This is an optimization exercise on Yosys and OpenROAD, whose aim is small area, not a production implementation.
Function was checked by simulation only, so behaviour that the tests miss may differ from the original.
Power and IR drop assume default switching activity.

## old
==> flow/design.v <==
`default_nettype none
module axi2uart_top (
   s_axi_arready, s_axi_rdata, s_axi_rresp, s_axi_rvalid,
   s_axi_awready, s_axi_wready, s_axi_bresp, s_axi_bvalid,
   uart_irq, uart_tx,
   clk, rst_n, s_axi_araddr,
   s_axi_arvalid, s_axi_rready, s_axi_awaddr,
   s_axi_awvalid, s_axi_wdata, s_axi_wstrb, s_axi_wvalid,
   s_axi_bready, uart_rx
   );
  input  wire        clk;
  input  wire        rst_n;
  input  wire        uart_rx;
  output wire        uart_tx;
  output wire        uart_irq;
  input  wire [4:0]  s_axi_araddr;
  input  wire        s_axi_arvalid;
  output wire        s_axi_arready;
  output wire [31:0] s_axi_rdata;
  output wire [1:0]  s_axi_rresp;
  output wire        s_axi_rvalid;
  input  wire        s_axi_rready;
  input  wire [4:0]  s_axi_awaddr;
  input  wire        s_axi_awvalid;
  output wire        s_axi_awready;
  input  wire [31:0] s_axi_wdata;
  input  wire [3:0]  s_axi_wstrb;
  input  wire        s_axi_wvalid;
  output wire        s_axi_wready;
  output wire [1:0]  s_axi_bresp;
  output wire        s_axi_bvalid;
  input  wire        s_axi_bready;
  localparam [31:0] DIV_INIT = 32'd434;
  reg init;
  always @(posedge clk, negedge rst_n)
    if (!rst_n) init <= 1'b0;
    else        init <= 1'b1;
  localparam [1:0] WI = 2'd0, WA = 2'd1, WAP = 2'd2, WAD = 2'd3;
  reg  [1:0] wst;
  reg        dlab, stop2, pen, pmode;
  reg        irq_en;
  reg        txrst;        
  reg        avail;        
  reg [31:0] wd_q;         
  reg [31:0] div;          
  wire       wren  = s_axi_awvalid & s_axi_wvalid;
  wire [2:0] waddr = s_axi_awaddr[4:2];
  wire       wack  = (wst != WI);
  wire       widle = (wst == WI) & init;
  wire       tfull;
  always @(posedge clk, negedge rst_n) begin
    if (!rst_n) begin
      wst    <= WI;
      dlab   <= 1'b0;
      stop2  <= 1'b0;
      pen    <= 1'b0;
      pmode  <= 1'b0;
      irq_en <= 1'b1;
      txrst  <= 1'b1;
      avail  <= 1'b1;
    end else begin
      avail <= txrst;
      if (wack) begin
        wst   <= WI;
        txrst <= 1'b0;
      end else if (widle & wren) begin
        case (waddr)
          3'd0: wst <= dlab ? WA : (tfull ? WI : WAP);
          3'd1: begin
            wst <= WA;
            if (!dlab) irq_en <= s_axi_wdata[0];
          end
          3'd2: wst <= dlab ? WAD : WA;
          3'd3: begin
            wst   <= WA;
            dlab  <= s_axi_wdata[7];
            pmode <= s_axi_wdata[4];
            pen   <= s_axi_wdata[3];
            stop2 <= s_axi_wdata[2];
          end
          default: wst <= WA;
        endcase
      end
    end
  end
  always @(posedge clk) begin
    wd_q <= s_axi_wdata;
  end
  always @(posedge clk, negedge rst_n)
    if (!rst_n) div <= DIV_INIT;
    else if (wst == WAD) div <= wd_q;
  assign s_axi_awready = wren & wack;
  assign s_axi_wready  = wren & wack;
  assign s_axi_bvalid  = wren & wack;
  assign s_axi_bresp   = 2'b00;
  reg  [7:0] tmem [0:15];
  reg  [3:0] th, tt;
  reg        tne;
  wire       tpush = (wst == WAP) & ~txrst;
  wire       tpop;
  assign tfull = tne & (th == tt);
  always @(posedge clk)
    if (wst == WAP) tmem[tt] <= wd_q[7:0];
  always @(posedge clk, negedge rst_n) begin
    if (!rst_n) begin
      th  <= 4'd0;
      tt  <= 4'd0;
      tne <= 1'b0;
    end else begin
      if (tpush) tt <= tt + 4'd1;
      if (tpop)  th <= th + 4'd1;
      if (tpush) tne <= 1'b1;
      else if (tpop && (th + 4'd1 == tt)) tne <= 1'b0;
    end
  end
  localparam [2:0] XE = 3'd0, XI = 3'd1, XL = 3'd2, XD = 3'd3, XP = 3'd4, XS = 3'd5;
  reg  [2:0]  xst;
  reg  [31:0] tc;
  reg  [2:0]  tbc;
  reg  [7:0]  td;
  reg         txo;
  reg         pend, pcnt;
  wire        tidle = (xst == XE) | (xst == XI) | (xst == XL);
  wire        tfire = (tc >= div);
  wire        tbit  = td[tbc];
  reg  [7:0]  tout;
  integer ti;
  always @(*) begin
    tout = 8'd0;
    for (ti = 0; ti < 16; ti = ti + 1)
      tout = tout | ({8{th == ti}} & tmem[ti]);
  end
  assign tpop = (xst == XL);
  always @(posedge clk) begin
    tc   <= (tidle | tfire) ? 32'd0 : tc + 32'd1;
    if (tidle)
      tbc <= 3'd0;
    else if (tfire & ((xst == XD) | (xst == XS)))
      tbc <= tbc + 3'd1;
    if (xst == XL) td <= tout;
    pend <= (xst == XD) & tfire & tbit;
    pcnt <= tidle ? 1'b0 : (pcnt ^ pend);
  end
  always @(posedge clk, negedge rst_n) begin
    if (!rst_n) begin
      xst <= XE;
      txo <= 1'b1;
    end else begin
      case (xst)
        XE: xst <= XI;
        XI: if (tne) xst <= XL;
        XL: begin
          xst <= XD;
          txo <= 1'b0;
        end
        XD: if (tfire) begin
          txo <= tbit;
          if (tbc == 3'd7) xst <= pen ? XP : XS;
        end
        XP: if (tfire) begin
          txo <= pmode ? pcnt : ~pcnt;
          xst <= XS;
        end
        XS: if (tfire) begin
          txo <= 1'b1;
          if (stop2 ? (tbc[1:0] == 2'd2) : (tbc[1:0] == 2'd1)) xst <= XE;
        end
        default: xst <= XE;
      endcase
    end
  end
  assign uart_tx = txo;
  localparam [2:0] QI = 3'd0, QV = 3'd1, QS = 3'd2, QD = 3'd3, QP = 3'd4, Q1 = 3'd5, Q2 = 3'd6;
  reg  [2:0]  sync;
  reg  [2:0]  qst;
  reg  [31:0] rc;
  reg  [2:0]  rbc;
  reg  [7:0]  rsh;
  wire        rxb   = sync[2];
  wire        ridle = (qst == QI) | (qst == QV);
  wire [32:0] rc1   = {1'b0, rc} + 33'd1;
  wire        divz  = (div == 32'd0);
  wire        rfire = (rc1 >= {divz, div});    
  always @(posedge clk, negedge rst_n)
    if (!rst_n) sync <= 3'b111;
    else        sync <= {sync[1:0], uart_rx};
  always @(posedge clk) begin
    rc <= ridle ? {1'b0, div[31:1]} : (rfire ? 32'd0 : rc1[31:0]);
    if (ridle)
      rbc <= 3'd0;
    else if ((qst == QD) & rfire)
      rbc <= rbc + 3'd1;
    if ((qst == QD) & rfire) rsh <= {rxb, rsh[7:1]};
  end
  always @(posedge clk, negedge rst_n) begin
    if (!rst_n)
      qst <= QI;
    else begin
      case (qst)
        QI, QV: qst <= rxb ? QI : QS;
        QS: if (rfire) qst <= QD;
        QD: if (rfire && rbc == 3'd7) qst <= pen ? QP : Q1;
        QP: if (rfire) qst <= Q1;
        Q1: if (rfire) qst <= stop2 ? Q2 : QV;
        Q2: if (rfire) qst <= QV;
        default: qst <= QI;
      endcase
    end
  end
  reg  [7:0] rmem [0:15];
  reg  [3:0] rh, rt;
  reg        rne;
  wire       rfull = rne & (rh == rt);
  wire       rpush = (qst == QV);
  wire       rpull;
  reg  [7:0] rout;
  integer ri;
  always @(*) begin
    rout = 8'd0;
    for (ri = 0; ri < 16; ri = ri + 1)
      rout = rout | ({8{rne && rh == ri}} & rmem[ri]);
  end
  always @(posedge clk)
    if (rpush & (rpull | ~rfull)) rmem[rt] <= rsh;
  always @(posedge clk, negedge rst_n) begin
    if (!rst_n) begin
      rh  <= 4'd0;
      rt  <= 4'd0;
      rne <= 1'b0;
    end else begin
      if (rpush) rt <= rt + 4'd1;
      if ((rpull & rne) | (rpush & rfull)) rh <= rh + 4'd1;
      if (rpush) rne <= 1'b1;
      else if (rpull & rne & (rh + 4'd1 == rt)) rne <= 1'b0;
    end
  end
  assign uart_irq = rne & irq_en;
  localparam [2:0] R0 = 3'd0, R1 = 3'd1, RI = 3'd2, RHP = 3'd3, RHN = 3'd4, RAP = 3'd5, RAN = 3'd6, RAD = 3'd7;
  reg  [2:0] rdst;
  reg  [7:0] rd;
  wire [2:0] raddr = s_axi_araddr[4:2];
  wire       rhold = (rdst == RHP) | (rdst == RHN) | (rdst == RAP) | (rdst == RAN);
  assign rpull = (rdst == RHP) | (rdst == RAP);
  always @(posedge clk, negedge rst_n) begin
    if (!rst_n) begin
      rdst <= R0;
      rd   <= 8'd0;
    end else begin
      case (rdst)
        R0: begin
          rd   <= 8'd0;
          rdst <= R1;
        end
        R1: rdst <= RI;
        RI: begin
          if (s_axi_arvalid) begin
            case (raddr)
              3'd0: begin
                if (!dlab) begin
                  rd   <= rout;
                  rdst <= RHP;
                end else
                  rdst <= RHN;
              end
              3'd5: begin
                rd   <= {1'b0, avail, avail, 4'd0, rne & irq_en};
                rdst <= RHN;
              end
              default: rdst <= RAD;
            endcase
          end else
            rdst <= R0;
        end
        RHP: if (s_axi_rready) rdst <= RAP;
        RHN: if (s_axi_rready) rdst <= RAN;
        default: rdst <= RI;
      endcase
    end
  end
  assign s_axi_rdata   = {24'd0, rd};
  assign s_axi_rresp   = 2'b00;
  assign s_axi_rvalid  = rhold;
  assign s_axi_arready = s_axi_arvalid & rhold;
endmodule
`default_nettype wire
export LEC_CHECK = 0
export CAP_MARGIN = 20
export CORE_MARGIN = 2
export CORE_UTILIZATION = 60
export CTS_BUF_LIST = sky130_fd_sc_hd__clkbuf_8
export CTS_CLUSTER_DIAMETER = 60
export CTS_CLUSTER_SIZE = 20
export SLEW_MARGIN = 20
create_clock -name core_clock -period 10.0 [get_ports {clk}]
standard.sh (not shown) runs the stock make flow with config.mk's settings and CLKGATE_MAP_FILE= SYNTH_SCRIPT=/design/flow/synth_recipe.tcl, a recipe that flattens the netlist after the stock synthesis.
==> flow/flow/run.sh <==
#!/bin/bash
# Standard ORFS layout with three changes to how it is made:
#  - ABC maps the logic with an area-oriented script (flow/abc_area.script);
#    the registers come from the same Yosys steps as the standard synthesis;
#  - CTS inserts no dummy loads;
#  - port buffers start as buf_1 (the resizer may upsize them).
set -euo pipefail
here=$PWD
rm -rf "$here/scripts"
cp -r "$FLOW_HOME/scripts" "$here/scripts"
cp "$here/flow/abc_area.script" "$here/scripts/abc_speed.script"
bash standard.sh SCRIPTS_DIR="$here/scripts" synth > "$here/log_synth.log" 2>&1
bash standard.sh SCRIPTS_DIR="$here/scripts" \
  CTS_ARGS="-sink_clustering_enable -repair_clock_nets -sink_clustering_size 20 -sink_clustering_max_diameter 60 -buf_list sky130_fd_sc_hd__clkbuf_8 -dont_use_dummy_load" \
  BUFFER_PORTS_ARGS="-buffer_cell sky130_fd_sc_hd__buf_1" \
  finish > "$here/log_layout.log" 2>&1
==> flow/flow/abc_area.script <==
&get -n
&st
&syn2
&dch -f
&nf -a
&put
topo
Per the final summary, old finished and its layout is clean on timing, DRC and antenna.
Inputs modified between old and new:
-- flow/design.v --
<<< old, line 114
    end
  end
  localparam [2:0] XE = 3'd0, XI = 3'd1, XL = 3'd2, XD = 3'd3, XP = 3'd4, XS = 3'd5;
  reg  [2:0]  xst;
  reg  [31:0] tc;
>>> new, line 114
    end
  end
  localparam [2:0] XE = 3'd0, XI = 3'd1, XL = 3'd2, XD = 3'd4, XP = 3'd5, XS = 3'd6;
  reg  [2:0]  xst;
  reg  [31:0] tc;
<<< old, line 121
  reg         txo;
  reg         pend, pcnt;
  wire        tidle = (xst == XE) | (xst == XI) | (xst == XL);
  wire        tfire = (tc >= div);
  wire        tbit  = td[tbc];
  reg  [7:0]  tout;
  integer ti;
>>> new, line 121
  reg         txo;
  reg         pend, pcnt;
  wire        tidle = ~xst[2];
  wire [32:0] tge;
  assign tge[0] = 1'b1;
  genvar gi;
  generate
    for (gi = 0; gi < 32; gi = gi + 1) begin : g_tge
      assign tge[gi+1] = (tc[gi] & ~div[gi]) | ((tc[gi] | ~div[gi]) & tge[gi]);
    end
  endgenerate
  wire        tfire = tge[32];
  wire        tbit  = td[tbc];
  wire [32:0] tcy;
  wire [31:0] tinc;
  assign tcy[0] = 1'b1;
  genvar hi;
  generate
    for (hi = 0; hi < 32; hi = hi + 1) begin : g_tinc
      assign tinc[hi]  = tc[hi] ^ tcy[hi];
      assign tcy[hi+1] = tc[hi] & tcy[hi];
    end
  endgenerate
  reg  [7:0]  tout;
  integer ti;
<<< old, line 133
  assign tpop = (xst == XL);
  always @(posedge clk) begin
    tc   <= (tidle | tfire) ? 32'd0 : tc + 32'd1;
    if (tidle)
      tbc <= 3'd0;
>>> new, line 151
  assign tpop = (xst == XL);
  always @(posedge clk) begin
    tc   <= (tidle | tfire) ? 32'd0 : tinc;
    if (tidle)
      tbc <= 3'd0;
<<< old, line 179
  wire        rxb   = sync[2];
  wire        ridle = (qst == QI) | (qst == QV);
  wire [32:0] rc1   = {1'b0, rc} + 33'd1;
  wire        divz  = (div == 32'd0);
  wire        rfire = (rc1 >= {divz, div});    
  always @(posedge clk, negedge rst_n)
    if (!rst_n) sync <= 3'b111;
>>> new, line 197
  wire        rxb   = sync[2];
  wire        ridle = (qst == QI) | (qst == QV);
  wire [32:0] rcy;
  wire [32:0] rc1;
  assign rcy[0] = 1'b1;
  generate
    for (hi = 0; hi < 32; hi = hi + 1) begin : g_rinc
      assign rc1[hi]   = rc[hi] ^ rcy[hi];
      assign rcy[hi+1] = rc[hi] & rcy[hi];
    end
  endgenerate
  assign rc1[32] = rcy[32];
  wire        divz  = (div == 32'd0);
  wire [32:0] rgb = {divz, div};
  wire [33:0] rge;
  assign rge[0] = 1'b1;
  generate
    for (gi = 0; gi < 33; gi = gi + 1) begin : g_rge
      assign rge[gi+1] = (rc1[gi] & ~rgb[gi]) | ((rc1[gi] | ~rgb[gi]) & rge[gi]);
    end
  endgenerate
  wire        rfire = rge[33];
  always @(posedge clk, negedge rst_n)
    if (!rst_n) sync <= 3'b111;
<<< old, line 236
  end
  assign uart_irq = rne & irq_en;
  localparam [2:0] R0 = 3'd0, R1 = 3'd1, RI = 3'd2, RHP = 3'd3, RHN = 3'd4, RAP = 3'd5, RAN = 3'd6, RAD = 3'd7;
  reg  [2:0] rdst;
  reg  [7:0] rd;
  wire [2:0] raddr = s_axi_araddr[4:2];
  wire       rhold = (rdst == RHP) | (rdst == RHN) | (rdst == RAP) | (rdst == RAN);
  assign rpull = (rdst == RHP) | (rdst == RAP);
  always @(posedge clk, negedge rst_n) begin
    if (!rst_n) begin
>>> new, line 271
  end
  assign uart_irq = rne & irq_en;
  localparam [2:0] R0 = 3'd0, R1 = 3'd1, RI = 3'd2, RAD = 3'd3, RHP = 3'd4, RHN = 3'd5, RAP = 3'd6, RAN = 3'd7;
  reg  [2:0] rdst;
  reg  [7:0] rd;
  wire [2:0] raddr = s_axi_araddr[4:2];
  wire       rhold = rdst[2];
  assign rpull = rdst[2] & ~rdst[0];
  always @(posedge clk, negedge rst_n) begin
    if (!rst_n) begin
Findings:
- Global placement routability congestion: old and new compared, lower one is old
- Area of all placed cells without fillers of new falls short of that of old by a few percent.
- From old to new the numbers moved as follows: power per standard cell area fell by 3.0%, count of multi-input combinational gates fell by 133.
- Delta (new minus old): power share of the clock group saw an increase, final critical delay including setup and external delays saw an increase.
- new and old ended up with roughly the same total CTS buffers.
- Post-route fraction of the period consumed by the critical path in new vs old: up 37 points
- new did not stop at any stage, and its layout met the timing, design-rule and antenna checks.
- Re power in the clock group: old was higher than new.

==> separate check: timing with driven ports <==
The flow's constraints put no driver on any port. The routed layouts listed below were extracted and timed again, unchanged, in two steps.
Step 1: set_driving_cell puts a clkbuf_16 on clk and a buf_2 on each other input, an assumption about the parent block.
Step 2 times the ports against the registers' clock, not the clock port: input delays grow and output delays shrink by t, the midpoint of the rising clock arrivals with the driver on.
a / b / c = ideal ports / drivers / drivers and shift; a / b = the first two.
run	t (ns)	setup slack, ns	hold slack, ns	worst register clock-pin slew, ns
old	0.587	5.542 / 5.517 / 5.517	0.328 / 0.328 / 0.328	0.12 / 0.12
new	0.598	1.855 / 1.855 / 1.855	0.335 / 0.335 / 0.335	0.11 / 0.11
After both steps setup and hold are still met in every run listed. For old, which loses most, drivers alone change the setup slack by -0.025 ns; drivers and shift together by -0.025 ns.
